Source: an optimization exercise on an open RTL-to-GDS flow (aim: small area, a short achievable clock period and few clock cycles). Production flows keep margins and buffers that such runs may drop.
At most, simulation tests tie the RTL to the original design; equivalence was not proved.
Power figures rest on the tool's default switching activity, not on a simulated workload.

==> 04-18: inputs <==
## CPU
module CPU (
	input  wire         clk,
	input  wire         rst,
	output wire         imem_req,
	output wire [31:0]  imem_addr,
	input  wire         imem_ack,
	input  wire [127:0] imem_line,
	output wire [31:0]  dmem_addr,
	input  wire [31:0]  dmem_rdata,
	output wire         dmem_we,
	output wire [1:0]   dmem_wsize,
	output wire [31:0]  dmem_wdata,
	output wire         commit,
	output wire [31:0]  commit_pc,
	output wire         commit_wen,
	output wire [4:0]   commit_rd,
	output wire [31:0]  commit_wdata
);
	localparam LN = 3;               
	localparam NL = 1 << LN;
	localparam RB = 12;              
	localparam TW = RB - LN;         
	function [11:0] radd11;          
		input [10:0] x, y;
		input        ci;
		integer k;
		reg c;
		begin
			c = ci;
			for (k = 0; k < 11; k = k + 1) begin
				radd11[k] = x[k] ^ y[k] ^ c;
				c = (x[k] & y[k]) | (x[k] & c) | (y[k] & c);
			end
			radd11[11] = c;
		end
	endfunction
	function [33:0] csub;            
		input [32:0] x, y;
		reg [11:0] l, m0, m1, h0, h1;
		reg [11:0] m, h;
		begin
			l  = radd11(x[10:0],  ~y[10:0],  1'b1);
			m0 = radd11(x[21:11], ~y[21:11], 1'b0);
			m1 = radd11(x[21:11], ~y[21:11], 1'b1);
			h0 = radd11(x[32:22], ~y[32:22], 1'b0);
			h1 = radd11(x[32:22], ~y[32:22], 1'b1);
			m  = l[11] ? m1 : m0;
			h  = m[11] ? h1 : h0;
			csub = {h, m[10:0], l[10:0]};
		end
	endfunction
	function [31:0] rinc;            
		input [31:0] x;
		integer k;
		reg c;
		begin
			c = 1'b1;
			for (k = 0; k < 32; k = k + 1) begin
				rinc[k] = x[k] ^ c;
				c = x[k] & c;
			end
		end
	endfunction
	function [3:0] opclass;
		input [6:0] op;
		case (op)
			7'b0110111: opclass = 4'd1;      
			7'b0010111: opclass = 4'd2;      
			7'b1101111: opclass = 4'd3;      
			7'b1100111: opclass = 4'd4;      
			7'b1100011: opclass = 4'd5;      
			7'b0000011: opclass = 4'd6;      
			7'b0100011: opclass = 4'd7;      
			7'b0010011: opclass = 4'd8;      
			7'b0110011: opclass = 4'd9;      
			7'b1110011: opclass = 4'd10;     
			default:    opclass = 4'd0;      
		endcase
	endfunction
	reg  [31:0]  pc_q;
	reg          pend_q;             
	reg  [27:0]  paddr_q;            
	reg  [28:0]  cword [0:4*NL-1];    
	reg  [TW-1:0] ctag [0:NL-1];
	reg  [NL-1:0] cval;
	reg  [27-RB:0] region_q;         
	reg          po_req;
	reg  [27:0]  po_addr;
	assign imem_req  = po_req;
  ...
clock: 90.0 ns
lec_check: 0
cap_margin: 20
core_margin: 2
core_utilization: 40
place_density: 0.5
slew_margin: 20
standard.sh (not shown) runs the stock make flow with config.mk's settings and CLKGATE_MAP_FILE= SYNTH_SCRIPT=/design/flow/synth_recipe.tcl, a recipe that flattens the netlist after the stock synthesis.
==> flow/flow/run.sh <==
#!/bin/bash
# The standard layout with three changes to how it is made (the clock
# and constraints stay as given):
#  - timing repair aims at paths well inside the clock period,
#  - larger clock-tree leaf clusters and no dummy clock loads,
#  - plain buffers on the ports.
export SETUP_SLACK_MARGIN=70.5
export CTS_ARGS="-sink_clustering_enable -repair_clock_nets -dont_use_dummy_load -sink_clustering_size 20 -sink_clustering_max_diameter 120"
export BUFFER_PORTS_ARGS="-buffer_cell sky130_fd_sc_hd__buf_2"
bash standard.sh > standard.log 2>&1
==> 02-12: changes against 04-18 <==
--- a/flow/flow/run.sh
+++ b/flow/flow/run.sh
@@ -7,3 +7,3 @@
 export SETUP_SLACK_MARGIN=70.5
-export CTS_ARGS="-sink_clustering_enable -repair_clock_nets -dont_use_dummy_load -sink_clustering_size 20 -sink_clustering_max_diameter 120"
+export CTS_ARGS="-sink_clustering_enable -repair_clock_nets -dont_use_dummy_load -sink_clustering_size 32 -sink_clustering_max_diameter 70"
 export BUFFER_PORTS_ARGS="-buffer_cell sky130_fd_sc_hd__buf_2"
--- a/flow/config.mk
+++ b/flow/config.mk
@@ -10,3 +10,3 @@
 export CORE_UTILIZATION = 40
-export PLACE_DENSITY = 0.5
+export PLACE_DENSITY = 0.6
 export SLEW_MARGIN = 20
==> summary.md <==
| Metric | Value |
|---|---|
| Sequential cell area | `0.0740 sq mm` |
| Failed Checks | `antenna violations` |
| Hold EP | `c_pc[9]$_DFF_P_` |
| Layout cell share with drive strength beyond 1 | `13.7%` |
| DP Cell Count | `between 15000 and 20000` |
| Pwr Total | `~0.0046 W` |
| Clk tree area frac | `2.72%` |
| Vias in the first global route | `118000` |
| Reg power frac | `about 30%` |
| Worst reg-to-reg path cell count | `49` |
| Fmax | `between 0.05 and 0.06 GHz` |
| DRT antenna net count | `1` |
| Outcome | `complete, but fails checks` |
| Largest fanout on the critical path | `2` |
the above is filed under 02-12

==> summary.md <==
| Metric | Value |
|---|---|
| Sequential cell area | `about 0.074 sq mm` |
| Worst reg-to-reg path cell count | `59` |
| Die footprint | `around 0.38 sq mm` |
| Worst r2r dst | `r_wd[30]$_DFFE_PP_` |
| Pwr Total | `about 0.0046 W` |
| Fmax | `approximately 0.051 GHz` |
| Hold crit path type | `reg2reg` |
| Clk tree area frac | `approximately 2.4%` |
| Largest fanout on the critical path | `1` |
| Final #Nets | `about 14000` |
| DP Cell Count | `18300` |
| Reg power frac | `a little under a third` |
| Hold EP | `c_pc[21]$_DFF_P_` |
| Outcome | `complete, no violations` |
the above is filed under 04-18

Testbench counts of 04-18, summed over its fixed seeds: cycles 55,937.
Testbench counts of 02-12, summed over its fixed seeds: cycles 55,937.

---

==> inputs of harbor <==
Another version of the RTL of CPU (not shown whole).
clock: 90.0 ns
lec_check: 0
cap_margin: 20
core_margin: 2
core_utilization: 50
cts_buf_list: sky130_fd_sc_hd__clkbuf_4 sky130_fd_sc_hd__clkbuf_8
place_density: 0.6
slew_margin: 20
run.sh (not shown) runs the stock make flow with config.mk's settings and CLKGATE_MAP_FILE= SYNTH_SCRIPT=/design/flow/synth_recipe.tcl, a recipe that flattens the netlist after the stock synthesis.
Stock flow here: none of the scripts above is used.
==> xenon: changes against harbor <==
--- a/flow/design.v
+++ b/flow/design.v
@@ -153,11 +153,11 @@
 	wire [31:0] imm_i = {{20{instr[31]}}, instr[31:20]};
 	wire [31:0] imm_s = {{20{instr[31]}}, instr[31:25], instr[11:7]};
 	wire [31:0] imm_b = {{19{instr[31]}}, instr[31], instr[7], instr[30:25], instr[11:8], 1'b0};
 	wire [31:0] imm_u = {instr[31:12], 12'b0};
 	wire [31:0] imm_j = {{11{instr[31]}}, instr[31], instr[19:12], instr[20], instr[30:21], 1'b0};
-	reg         w_v, w_wen, w_ld, w_mul;
+	reg         w_v, w_wen, w_ld;
 	reg  [4:0]  w_rd;
 	reg  [2:0]  w_f3;
 	reg  [31:0] w_pc, w_val;
 	reg         c_v, c_wen;
 	reg  [31:0] c_pc, c_wd;
@@ -179,11 +179,11 @@
 	end
 	wire [31:0] a = (rs1 == 5'd0) ? 32'd0 : fw1 ? w_val : fc1 ? c_wd : rf1;
 	wire [31:0] b = (rs2 == 5'd0) ? 32'd0 : fw2 ? w_val : fc2 ? c_wd : rf2;
 	wire use1 = ~(o_lui | o_auipc | o_jal);
 	wire use2 = o_alur | o_st | o_br;
-	wire lu_stall = ((w_ld | w_mul) & ((fw1 & use1) | (fw2 & use2))) | (w_mul & o_mul);
+	wire lu_stall = w_ld & ((fw1 & use1) | (fw2 & use2));
 	reg [31:0] mstatus, mtvec, mepc, mcause;
 	wire [11:0] csr_a = instr[31:20];
 	wire cs_mstatus = csr_a == 12'h300;
 	wire cs_mtvec   = csr_a == 12'h305;
 	wire cs_mepc    = csr_a == 12'h341;
@@ -230,20 +230,17 @@
 			3'd6: alu_res = a | y;
 			default: alu_res = a & y;
 		endcase
 		if (~alu_ok) alu_res = 32'd0;
 	end
-	wire o_mul = o_md & ~f3[2];
-	reg  [32:0] mq_a;                
-	reg  [17:0] mq_d;
-	reg  [49:0] mq_p;
+	reg         mul_st;
+	wire [49:0] mul_p;               
 	wire [32:0] ma  = {(f3 != 3'd3) & a[31], a};
 	wire [32:0] mb  = {~f3[1] & b[31], b};
-	wire [32:0] mx  = w_mul ? mq_a : ma;
-	wire [17:0] dig = w_mul ? mq_d : {2'b00, mb[15:0]};
-	wire [50:0] macc = w_mul ? {17'd0, ~mq_p[49], mq_p[48:16]} : 51'd0;
-	wire [50:0] mk   = w_mul ? (51'd0 - (51'd1 << 33)) : 51'd0;
+	wire [17:0] dig = mul_st ? {mb[32], mb[32:16]} : {2'b00, mb[15:0]};
+	wire [50:0] macc = mul_st ? {17'd0, ~mul_p[49], mul_p[48:16]} : 51'd0;
+	wire [50:0] mk   = mul_st ? (51'd0 - (51'd1 << 33)) : 51'd0;
 	reg  [50:0] mrow [0:8];
 	reg  [50:0] mneg, mkc;
 	reg  [2:0]  mg;
 	reg  [34:0] mv;
 	integer mi;
@@ -251,29 +248,24 @@
 		mneg = 51'd0;
 		mkc  = 51'd0;
 		for (mi = 0; mi < 9; mi = mi + 1) begin
 			mg = {dig[2*mi+1], dig[2*mi], (mi == 0) ? 1'b0 : dig[2*mi-1]};
 			case (mg)
-				3'b001, 3'b010: mv = {{2{mx[32]}}, mx};
-				3'b011:         mv = {mx[32], mx, 1'b0};
-				3'b100:         mv = ~{mx[32], mx, 1'b0};
-				3'b101, 3'b110: mv = ~{{2{mx[32]}}, mx};
+				3'b001, 3'b010: mv = {{2{ma[32]}}, ma};
+				3'b011:         mv = {ma[32], ma, 1'b0};
+				3'b100:         mv = ~{ma[32], ma, 1'b0};
+				3'b101, 3'b110: mv = ~{{2{ma[32]}}, ma};
 				default:        mv = 35'd0;
 			endcase
 			mrow[mi] = {15'd0, ~mv[34], mv} << (2*mi);
 			mneg[2*mi] = mg[2] & ~(mg[1] & mg[0]);
 			mkc = mkc - (51'd1 << (35 + 2*mi));
 		end
 	end
 	wire [50:0] mp = mrow[0] + mrow[1] + mrow[2] + mrow[3] + mrow[4] + mrow[5] + mrow[6] +
 	                 mrow[7] + mrow[8] + mneg + mkc + macc + mk;
-	wire [31:0] mul_res = (w_f3[1:0] == 2'd0) ? {mp[15:0], mq_p[15:0]} : mp[47:16];
-	always @(posedge clk) begin
-		mq_a <= ma;
-		mq_d <= {mb[32], mb[32:16]};
-		mq_p <= mp[49:0];
-	end
+	wire [31:0] mul_res = (f3[1:0] == 2'd0) ? {mp[15:0], mul_p[15:0]} : mp[47:16];
 	function [5:0] clz32;
 		input [31:0] v;
 		integer k;
 		begin
 			clz32 = 6'd32;
@@ -305,16 +297,17 @@
 	wire        dv_g2 = dv_s2[33];
 	wire [31:0] dv_r2 = dv_g2 ? dv_s2[31:0] : dv_r1;
 	wire [31:0] dv_x = dv_rem ? dv_r : dv_q;
 	wire dv_neg = dv_sg & (dv_rem ? a[31] : (a[31] ^ b[31]));
 	wire [31:0] dv_res = dv_neg ? rinc(~dv_x) : dv_x;
+	assign mul_p = {dv_q[17:0], dv_r};
 	reg [31:0] dm_addr_q, dm_wdata_q;
 	reg        dm_we_q;
 	reg [1:0]  dm_wsize_q;
 	wire go      = ihit & ~lu_stall;  
 	wire dv_done = (dv_st == 2'd2) | ((dv_st == 2'd0) & dv_triv);
-	wire fin     = go & (o_div ? dv_done : 1'b1);
+	wire fin     = go & (o_div ? dv_done : o_md ? mul_st : 1'b1);
 	wire taken = o_br & ((f3 == 3'd0) ? eq : (f3 == 3'd1) ? ~eq :
 	                     (f3 == 3'd4) ? lt : (f3 == 3'd5) ? ~lt :
 	                     (f3 == 3'd6) ? ltu : (f3 == 3'd7) ? ~ltu : 1'b0);
 	wire [31:0] pc4   = {rinc({2'b00, pc_q[31:2]}), pc_q[1:0]};
 	wire [31:0] pcimm = pc_q + (o_jal ? imm_j : o_br ? imm_b : imm_u);
@@ -322,31 +315,29 @@
 	                    o_ecall ? mtvec : o_mret ? mepc : pc4;
 	assign npc = fin ? nxt : pc_q;
 	wire [31:0] npc_pf = (ihit & ~o_md) ? nxt : pc_q;
 	wire [31:0] res = o_lui ? imm_u : o_auipc ? pcimm : (o_jal | o_jalr) ? pc4 :
 	                  o_sys ? csr_old : o_div ? ((dv_st == 2'd2) ? dv_res : dv_tres) :
-	                  alu_res;
+	                  o_md ? mul_res : alu_res;
 	wire [31:0] ldv = (w_f3 == 3'd0) ? {{24{dmem_rdata[7]}}, dmem_rdata[7:0]} :
 	                  (w_f3 == 3'd1) ? {{16{dmem_rdata[15]}}, dmem_rdata[15:0]} :
 	                  (w_f3 == 3'd2) ? dmem_rdata :
 	                  (w_f3 == 3'd4) ? {24'd0, dmem_rdata[7:0]} :
 	                  (w_f3 == 3'd7) ? 32'd0 : {16'd0, dmem_rdata[15:0]};
-	wire [31:0] w_d = w_ld ? ldv : w_mul ? mul_res : w_val;
+	wire [31:0] w_d = w_ld ? ldv : w_val;
 	always @(posedge clk) begin
 		if (c_wen) rf[c_rd] <= c_wd;
 	end
 	always @(posedge clk) begin
 		if (rst) begin
 			w_v   <= 1'b0;
 			w_wen <= 1'b0;
 			w_ld  <= 1'b0;
-			w_mul <= 1'b0;
 		end else begin
 			w_v   <= fin;
 			w_wen <= fin & wen_i;
 			w_ld  <= fin & o_ld;
-			w_mul <= fin & o_mul;
 		end
 		w_rd  <= rd;
 		w_f3  <= f3;
 		w_pc  <= pc_q;
 		w_val <= res;
@@ -354,10 +345,11 @@
 	always @(posedge clk) begin
 		if (rst) begin
 			pc_q    <= 32'h80000000;
 			dm_we_q <= 1'b0;
 			dv_st   <= 2'd0;
+			mul_st  <= 1'b0;
 			mstatus <= 32'h1800;
 			mtvec   <= 32'd0;
 			mepc    <= 32'd0;
 			mcause  <= 32'hb;
 		end else begin
@@ -368,10 +360,11 @@
 				if (cs_mstatus) mstatus <= csr_new;
 				if (cs_mtvec)   mtvec   <= csr_new;
 				if (cs_mepc)    mepc    <= csr_new;
 				if (cs_mcause)  mcause  <= csr_new;
 			end
+			if (go & o_md & ~f3[2]) mul_st <= ~mul_st;
 			if (go & o_div) begin
 				if (dv_st == 2'd0) begin
 					if (~dv_triv) dv_st <= 2'd1;
 				end else if (dv_st == 2'd1) begin
 					if (dv_n == 5'd0) dv_st <= 2'd2;
@@ -380,12 +373,17 @@
 		end
 		dm_addr_q  <= sum;
 		dm_wdata_q <= b;
 		dm_wsize_q <= (f3[1:0] == 2'd0) ? 2'd0 : (f3[1:0] == 2'd1) ? 2'd1 : 2'd2;
 		if (dv_st == 2'd0) begin
-			dv_r <= dv_A;
-			dv_q <= 32'd0;
+			if (o_div) begin
+				dv_r <= dv_A;
+				dv_q <= 32'd0;
+			end else begin
+				dv_r <= mp[31:0];
+				dv_q[17:0] <= mp[49:32];
+			end
 			dv_d <= {1'b0, dv_B} << dv_sh;
 			dv_n <= {1'b0, dv_k[4:1]};
 		end else if (go & (dv_st == 2'd1)) begin
 			dv_r <= dv_r2;
 			dv_q <= {dv_q[29:0], dv_g1, dv_g2};
Settings changed: CORE_UTILIZATION 50 to 30, CTS_BUF_LIST sky130_fd_sc_hd__clkbuf_4 sky130_fd_sc_hd__clkbuf_8 to not set, PLACE_DENSITY 0.6 to 0.4.
==> ember: changes against harbor <==
--- a/flow/design.v
+++ b/flow/design.v
@@ -73,40 +73,58 @@
 				rinc[k] = x[k] ^ c;
 				c = x[k] & c;
 			end
 		end
 	endfunction
+	function [3:0] opclass;
+		input [6:0] op;
+		case (op)
+			7'b0110111: opclass = 4'd1;      
+			7'b0010111: opclass = 4'd2;      
+			7'b1101111: opclass = 4'd3;      
+			7'b1100111: opclass = 4'd4;      
+			7'b1100011: opclass = 4'd5;      
+			7'b0000011: opclass = 4'd6;      
+			7'b0100011: opclass = 4'd7;      
+			7'b0010011: opclass = 4'd8;      
+			7'b0110011: opclass = 4'd9;      
+			7'b1110011: opclass = 4'd10;     
+			default:    opclass = 4'd0;      
+		endcase
+	endfunction
 	reg  [31:0]  pc_q;
 	reg          pend_q;             
 	reg  [27:0]  paddr_q;            
-	reg  [31:0]  cword [0:4*NL-1];
+	reg  [28:0]  cword [0:4*NL-1];    
 	reg  [TW-1:0] ctag [0:NL-1];
 	reg  [NL-1:0] cval;
 	reg  [27-RB:0] region_q;         
 	assign imem_req  = pend_q;
 	assign imem_addr = {paddr_q, 4'b0};
 	wire [27:0]   pcl  = pc_q[31:4];
 	wire [LN-1:0] pidx = pcl[LN-1:0];
 	wire c_hit = cval[pidx] & (ctag[pidx] == pcl[RB-1:LN]) & (region_q == pcl[27:RB]);
 	wire ihit  = c_hit;
-	wire [31:0] instr = cword[{pidx, pc_q[3:2]}];
+	wire [28:0] cw    = cword[{pidx, pc_q[3:2]}];
+	wire [31:0] instr = {cw[28:4], 7'd0};   
+	wire [3:0]  cls   = cw[3:0];
 	wire [LN-1:0] fidx = paddr_q[LN-1:0];
 	wire fnew = paddr_q[27:RB] != region_q;
-	wire fwr = pend_q & imem_ack & ~(c_hit & (fnew | ((fidx == pidx) & (paddr_q != pcl))));
+	wire fld  = pend_q & ~(c_hit & (fnew | ((fidx == pidx) & (paddr_q != pcl))));
 	always @(posedge clk) begin
 		if (rst) cval <= {NL{1'b0}};
-		else if (fwr) begin
-			if (fnew) cval <= {NL{1'b0}} | ({{(NL-1){1'b0}}, 1'b1} << fidx);
-			else cval[fidx] <= 1'b1;
+		else if (fld) begin
+			if (imem_ack & fnew) cval <= {{(NL-1){1'b0}}, 1'b1} << fidx;
+			else cval[fidx] <= imem_ack;
 		end
-		if (fwr & fnew) region_q <= paddr_q[27:RB];
-		if (fwr) begin
+		if (fld & imem_ack & fnew) region_q <= paddr_q[27:RB];
+		if (fld) begin
 			ctag[fidx] <= paddr_q[RB-1:LN];
-			cword[{fidx, 2'd0}] <= imem_line[31:0];
-			cword[{fidx, 2'd1}] <= imem_line[63:32];
-			cword[{fidx, 2'd2}] <= imem_line[95:64];
-			cword[{fidx, 2'd3}] <= imem_line[127:96];
+			cword[{fidx, 2'd0}] <= {imem_line[31:7],   opclass(imem_line[6:0])};
+			cword[{fidx, 2'd1}] <= {imem_line[63:39],  opclass(imem_line[38:32])};
+			cword[{fidx, 2'd2}] <= {imem_line[95:71],  opclass(imem_line[70:64])};
+			cword[{fidx, 2'd3}] <= {imem_line[127:103], opclass(imem_line[102:96])};
 		end
 	end
 	wire [31:0] npc;                 
 	wire [27:0] nl  = npc_pf[31:4];
 	wire [27:0] nl1 = nl + 28'd1;
@@ -126,31 +144,30 @@
 		else if (~pend_q | imem_ack) begin
 			pend_q <= want;
 			if (want) paddr_q <= ~np0 ? nl : ~np1 ? nl1 : nl2;
 		end
 	end
-	wire [6:0] opc = instr[6:0];
 	wire [4:0] rd  = instr[11:7];
 	wire [2:0] f3  = instr[14:12];
 	wire [4:0] rs1 = instr[19:15];
 	wire [4:0] rs2 = instr[24:20];
 	wire [6:0] f7  = instr[31:25];
-	wire o_lui   = opc == 7'b0110111;
-	wire o_auipc = opc == 7'b0010111;
-	wire o_jal   = opc == 7'b1101111;
-	wire o_jalr  = opc == 7'b1100111;
-	wire o_br    = opc == 7'b1100011;
-	wire o_ld    = opc == 7'b0000011;
-	wire o_st    = opc == 7'b0100011;
-	wire o_alui  = opc == 7'b0010011;
-	wire o_alur  = opc == 7'b0110011;
-	wire o_sys   = opc == 7'b1110011;
+	wire o_lui   = cls == 4'd1;
+	wire o_auipc = cls == 4'd2;
+	wire o_jal   = cls == 4'd3;
+	wire o_jalr  = cls == 4'd4;
+	wire o_br    = cls == 4'd5;
+	wire o_ld    = cls == 4'd6;
+	wire o_st    = cls == 4'd7;
+	wire o_alui  = cls == 4'd8;
+	wire o_alur  = cls == 4'd9;
+	wire o_sys   = cls == 4'd10;
 	wire o_md    = o_alur & (f7 == 7'b0000001);
 	wire o_div   = o_md & f3[2];
 	wire o_csr   = o_sys & (f3[1:0] != 2'b00);
-	wire o_ecall = instr == 32'h00000073;
-	wire o_mret  = instr == 32'h30200073;
+	wire o_ecall = o_sys & (instr[31:7] == 25'h0000000);
+	wire o_mret  = o_sys & (instr[31:7] == 25'h0604000);
 	wire wen_i = (o_jal | o_jalr | o_ld | o_alur | o_alui | o_lui | o_auipc | o_csr) & (rd != 5'd0);
 	wire [31:0] imm_i = {{20{instr[31]}}, instr[31:20]};
 	wire [31:0] imm_s = {{20{instr[31]}}, instr[31:25], instr[11:7]};
 	wire [31:0] imm_b = {{19{instr[31]}}, instr[31], instr[7], instr[30:25], instr[11:8], 1'b0};
 	wire [31:0] imm_u = {instr[31:12], 12'b0};
@@ -160,27 +177,30 @@
 	reg  [2:0]  w_f3;
 	reg  [31:0] w_pc, w_val;
 	reg         c_v, c_wen;
 	reg  [31:0] c_pc, c_wd;
 	reg  [4:0]  c_rd;
+	wire        r_wen = c_wen;
+	wire [31:0] r_wd  = c_wd;
+	wire [4:0]  r_rd  = c_rd;
 	reg  [31:0] rf [1:31];
 	wire fw1 = w_wen & (w_rd == rs1);
 	wire fw2 = w_wen & (w_rd == rs2);
-	wire fc1 = c_wen & (c_rd == rs1);
-	wire fc2 = c_wen & (c_rd == rs2);
+	wire fc1 = r_wen & (r_rd == rs1);
+	wire fc2 = r_wen & (r_rd == rs2);
 	reg  [31:0] rf1, rf2;
 	integer ri;
 	always @(*) begin
 		rf1 = 32'd0;
 		rf2 = 32'd0;
 		for (ri = 1; ri < 32; ri = ri + 1) begin
 			rf1 = rf1 | (rf[ri] & {32{rs1 == ri}});
 			rf2 = rf2 | (rf[ri] & {32{rs2 == ri}});
 		end
 	end
-	wire [31:0] a = (rs1 == 5'd0) ? 32'd0 : fw1 ? w_val : fc1 ? c_wd : rf1;
-	wire [31:0] b = (rs2 == 5'd0) ? 32'd0 : fw2 ? w_val : fc2 ? c_wd : rf2;
+	wire [31:0] a = (rs1 == 5'd0) ? 32'd0 : fw1 ? w_val : fc1 ? r_wd : rf1;
+	wire [31:0] b = (rs2 == 5'd0) ? 32'd0 : fw2 ? w_val : fc2 ? r_wd : rf2;
 	wire use1 = ~(o_lui | o_auipc | o_jal);
 	wire use2 = o_alur | o_st | o_br;
 	wire lu_stall = ((w_ld | w_mul) & ((fw1 & use1) | (fw2 & use2))) | (w_mul & o_mul);
 	reg [31:0] mstatus, mtvec, mepc, mcause;
 	wire [11:0] csr_a = instr[31:20];
@@ -196,11 +216,12 @@
 	wire use_b  = o_alur | o_br;
 	wire [31:0] y = use_b ? b : (o_st ? imm_s : imm_i);
 	wire do_sub = o_br | ((o_alur | o_alui) & ((f3 == 3'd2) | (f3 == 3'd3))) |
 	              (o_alur & (f3 == 3'd0) & f7[5]) | o_div;
 	wire [31:0] x = o_div ? 32'd0 : a;       
-	wire [32:0] sum33 = {1'b0, x} + {1'b0, y ^ {32{do_sub}}} + {32'd0, do_sub};
+	wire [33:0] sum34 = {1'b0, x, 1'b1} + {1'b0, y ^ {32{do_sub}}, do_sub};
+	wire [32:0] sum33 = sum34[33:1];
 	wire [31:0] sum = sum33[31:0];
 	wire ltu = ~sum33[32];
 	wire lt  = (x[31] & ~y[31]) | (~(x[31] ^ y[31]) & sum[31]);
 	wire eq  = a == b;
 	wire [4:0]  shamt = o_alur ? b[4:0] : instr[24:20];
@@ -231,13 +252,13 @@
 			default: alu_res = a & y;
 		endcase
 		if (~alu_ok) alu_res = 32'd0;
 	end
 	wire o_mul = o_md & ~f3[2];
-	reg  [32:0] mq_a;                
-	reg  [17:0] mq_d;
-	reg  [49:0] mq_p;
+	wire [32:0] mq_a;                
+	reg  [17:0] mq_d;                
+	wire [49:0] mq_p;
 	wire [32:0] ma  = {(f3 != 3'd3) & a[31], a};
 	wire [32:0] mb  = {~f3[1] & b[31], b};
 	wire [32:0] mx  = w_mul ? mq_a : ma;
 	wire [17:0] dig = w_mul ? mq_d : {2'b00, mb[15:0]};
 	wire [50:0] macc = w_mul ? {17'd0, ~mq_p[49], mq_p[48:16]} : 51'd0;
@@ -266,13 +287,11 @@
 	end
 	wire [50:0] mp = mrow[0] + mrow[1] + mrow[2] + mrow[3] + mrow[4] + mrow[5] + mrow[6] +
 	                 mrow[7] + mrow[8] + mneg + mkc + macc + mk;
 	wire [31:0] mul_res = (w_f3[1:0] == 2'd0) ? {mp[15:0], mq_p[15:0]} : mp[47:16];
 	always @(posedge clk) begin
-		mq_a <= ma;
 		mq_d <= {mb[32], mb[32:16]};
-		mq_p <= mp[49:0];
 	end
 	function [5:0] clz32;
 		input [31:0] v;
 		integer k;
 		begin
@@ -299,10 +318,12 @@
 	wire [4:0]  dv_k  = dv_zb[4:0] - dv_za[4:0];
 	wire [4:0]  dv_sh = {dv_k[4:1], 1'b1};
 	wire [33:0] dv_s1 = csub({1'b0, dv_r}, dv_d);
 	wire        dv_g1 = dv_s1[33];
 	wire [31:0] dv_r1 = dv_g1 ? dv_s1[31:0] : dv_r;
+	assign mq_a = dv_d;
+	assign mq_p = {dv_q[17:0], dv_r};
 	wire [33:0] dv_s2 = csub({1'b0, dv_r1}, {1'b0, dv_d[32:1]});
 	wire        dv_g2 = dv_s2[33];
 	wire [31:0] dv_r2 = dv_g2 ? dv_s2[31:0] : dv_r1;
 	wire [31:0] dv_x = dv_rem ? dv_r : dv_q;
 	wire dv_neg = dv_sg & (dv_rem ? a[31] : (a[31] ^ b[31]));
@@ -323,18 +344,24 @@
 	assign npc = fin ? nxt : pc_q;
 	wire [31:0] npc_pf = (ihit & ~o_md) ? nxt : pc_q;
 	wire [31:0] res = o_lui ? imm_u : o_auipc ? pcimm : (o_jal | o_jalr) ? pc4 :
 	                  o_sys ? csr_old : o_div ? ((dv_st == 2'd2) ? dv_res : dv_tres) :
 	                  alu_res;
-	wire [31:0] ldv = (w_f3 == 3'd0) ? {{24{dmem_rdata[7]}}, dmem_rdata[7:0]} :
-	                  (w_f3 == 3'd1) ? {{16{dmem_rdata[15]}}, dmem_rdata[15:0]} :
-	                  (w_f3 == 3'd2) ? dmem_rdata :
-	                  (w_f3 == 3'd4) ? {24'd0, dmem_rdata[7:0]} :
-	                  (w_f3 == 3'd7) ? 32'd0 : {16'd0, dmem_rdata[15:0]};
-	wire [31:0] w_d = w_ld ? ldv : w_mul ? mul_res : w_val;
+	wire [31:0] w_o  = w_mul ? mul_res : w_val;
+	wire s_lo  = w_ld & (w_f3 != 3'd7);
+	wire s_mid = w_ld & ((w_f3 == 3'd1) | (w_f3 == 3'd2) | (w_f3 == 3'd3) | (w_f3 == 3'd5) | (w_f3 == 3'd6));
+	wire s_hi  = w_ld & (w_f3 == 3'd2);
+	wire s_b   = w_ld & (w_f3 == 3'd0);
+	wire s_h   = w_ld & (w_f3 == 3'd1);
+	wire [31:0] rd_ = dmem_rdata;
+	wire [31:0] w_d;
+	assign w_d[7:0]   = (rd_[7:0] & {8{s_lo}}) | (w_o[7:0] & {8{~w_ld}});
+	assign w_d[15:8]  = (rd_[15:8] & {8{s_mid}}) | ({8{rd_[7] & s_b}}) | (w_o[15:8] & {8{~w_ld}});
+	assign w_d[31:16] = (rd_[31:16] & {16{s_hi}}) | ({16{rd_[7] & s_b}}) | ({16{rd_[15] & s_h}}) |
+	                    (w_o[31:16] & {16{~w_ld}});
 	always @(posedge clk) begin
-		if (c_wen) rf[c_rd] <= c_wd;
+		if (r_wen) rf[r_rd] <= r_wd;
 	end
 	always @(posedge clk) begin
 		if (rst) begin
 			w_v   <= 1'b0;
 			w_wen <= 1'b0;
@@ -380,13 +407,19 @@
 		end
 		dm_addr_q  <= sum;
 		dm_wdata_q <= b;
 		dm_wsize_q <= (f3[1:0] == 2'd0) ? 2'd0 : (f3[1:0] == 2'd1) ? 2'd1 : 2'd2;
 		if (dv_st == 2'd0) begin
-			dv_r <= dv_A;
-			dv_q <= 32'd0;
-			dv_d <= {1'b0, dv_B} << dv_sh;
+			if (o_div) begin
+				dv_r <= dv_A;
+				dv_q <= 32'd0;
+				dv_d <= {1'b0, dv_B} << dv_sh;
+			end else begin
+				dv_r <= mp[31:0];
+				dv_q[17:0] <= mp[49:32];
+				dv_d <= ma;
+			end
 			dv_n <= {1'b0, dv_k[4:1]};
 		end else if (go & (dv_st == 2'd1)) begin
 			dv_r <= dv_r2;
 			dv_q <= {dv_q[29:0], dv_g1, dv_g2};
 			dv_d <= {2'b00, dv_d[32:2]};
==> flow/flow/run.sh (new file) <==
#!/bin/bash
# The standard layout, with the timing repair aimed at paths well
# inside the clock period (the clock and constraints stay as given).
export SETUP_SLACK_MARGIN=71
bash standard.sh > standard.log 2>&1
==> flow/standard.sh (new file) <==
#!/bin/bash
# synth_recipe.tcl (not shown) runs the flow's synth.tcl, then flattens the netlist and writes it again
# the make line also repeats each setting of config.mk as NAME=value (left out here)
make -C /OpenROAD-flow-scripts/flow DESIGN_CONFIG=/design/flow/config.mk WORK_HOME=/design/flow/orfs CLKGATE_MAP_FILE= SYNTH_SCRIPT=/design/flow/synth_recipe.tcl "${@:-finish}"
Settings changed: CORE_UTILIZATION 50 to 30, CTS_BUF_LIST sky130_fd_sc_hd__clkbuf_4 sky130_fd_sc_hd__clkbuf_8 to not set, PLACE_DENSITY 0.6 to 0.4.
removed: flow/run.sh
==> summary.txt <==
harbor completed and failed the layout checks on antenna violations. xenon ran to the end with no violations. ember ran to the end with no violations. Die area, lowest first: harbor, ember, xenon. The lowest area after synthesis belongs to ember, the highest to harbor. The highest total power belongs to ember, the lowest to harbor. Clock-buffer cell count: harbor > xenon > ember. Of harbor and xenon, harbor has the higher first-iteration DRC count (gap about 11%, measured against xenon). Final area: harbor < ember < xenon. In xenon the combinational power is lower than in ember, by 15%.
==> figures <==
                                                                                  harbor        xenon        ember
PwrDens                                                                       21.9 nW/µm²  28.4 nW/µm²  30.3 nW/µm²
Die outline area                                                              309,000 µm²  509,000 µm²  500,000 µm²
Per-cell routed wire length                                                       38.3 µm      41.6 µm      41.0 µm
Synth top area share                                                                43.3%        44.4%        43.2%
Maximum number of pins on one net before global-route repair                          138          129          120
Status                                                           finished with violations  timing/DRC/antenna clean  timing/DRC/antenna clean
Layout check failures                                                  antenna violations            -            -
Final worst path period need                                                     21.28 ns     21.48 ns     19.72 ns
Period utilisation layout                                                           23.6%        23.9%        21.9%
Highest ir drop seen on vdd                                                       47.9 µV      60.6 µV      78.1 µV
Share of the synthesized area in compound gates (AO/OA/AOI/OAI)                     14.9%        14.8%        16.6%
Number of cells produced by synthesis                                              13,600       13,300       13,500
Placement Setup Slack                                                            67.67 ns     67.41 ns     69.64 ns
Maximum clock frequency                                                          47.0 MHz     46.6 MHz     50.7 MHz
Fraction of power spent switching nets                                              36.3%        43.4%        43.5%
Sum of met2 wire segment lengths after detailed routing                        282,000 µm   351,000 µm   358,000 µm
Testbench counts of xenon, summed over its fixed seeds: cycles 57,927.
Only the layout flow was run in harbor and ember; the RTL was not checked for function there.

## afterwards: timing with drivers on the ports
In the flow no input, the clock included, has a driving cell. The finished layouts below were timed again as built, in two steps. Step 1 (the two cells are an assumption about what drives the block):
set clk [get_ports {clk}]
set_driving_cell -lib_cell sky130_fd_sc_hd__clkbuf_16 $clk
set_driving_cell -lib_cell sky130_fd_sc_hd__buf_2 [delete_from_list [all_inputs] $clk]
Step 2 adds t to the input delays and takes it off the output delays; t is the mean of the earliest and latest rising clock arrival at the registers after step 1. Input paths then give back, and output paths get back, about the clock's delay inside the block. Three values: ideal, step 1, step 2; two values: the first two.
| run | shift t [ns] | setup slack, ns | worst setup path at the end | worst register clock-pin slew, ns | worst slew at a driven data input, ns |
|---|---|---|---|---|---|
| 04-18 | 1.005 | 70.466 / 70.357 / 70.046 | input to register | 0.11 / 0.11 | 0.21 |
| 02-12 | 1.055 | 70.401 / 70.278 / 69.942 | input to register | 0.12 / 0.12 | 0.18 |
| harbor | 1.224 | 68.715 / 68.790 / 67.565 | input to register | 0.08 / 0.08 | 0.20 |
| xenon | 1.124 | 68.519 / 68.616 / 67.492 | input to register | 0.08 / 0.08 | 0.31 |
| ember | 1.117 | 70.278 / 70.142 / 69.980 | input to register | 0.08 / 0.08 | 0.41 |
The setup slack of harbor, which loses most, moves by +0.075 ns with the drivers and by -1.150 ns with both steps.
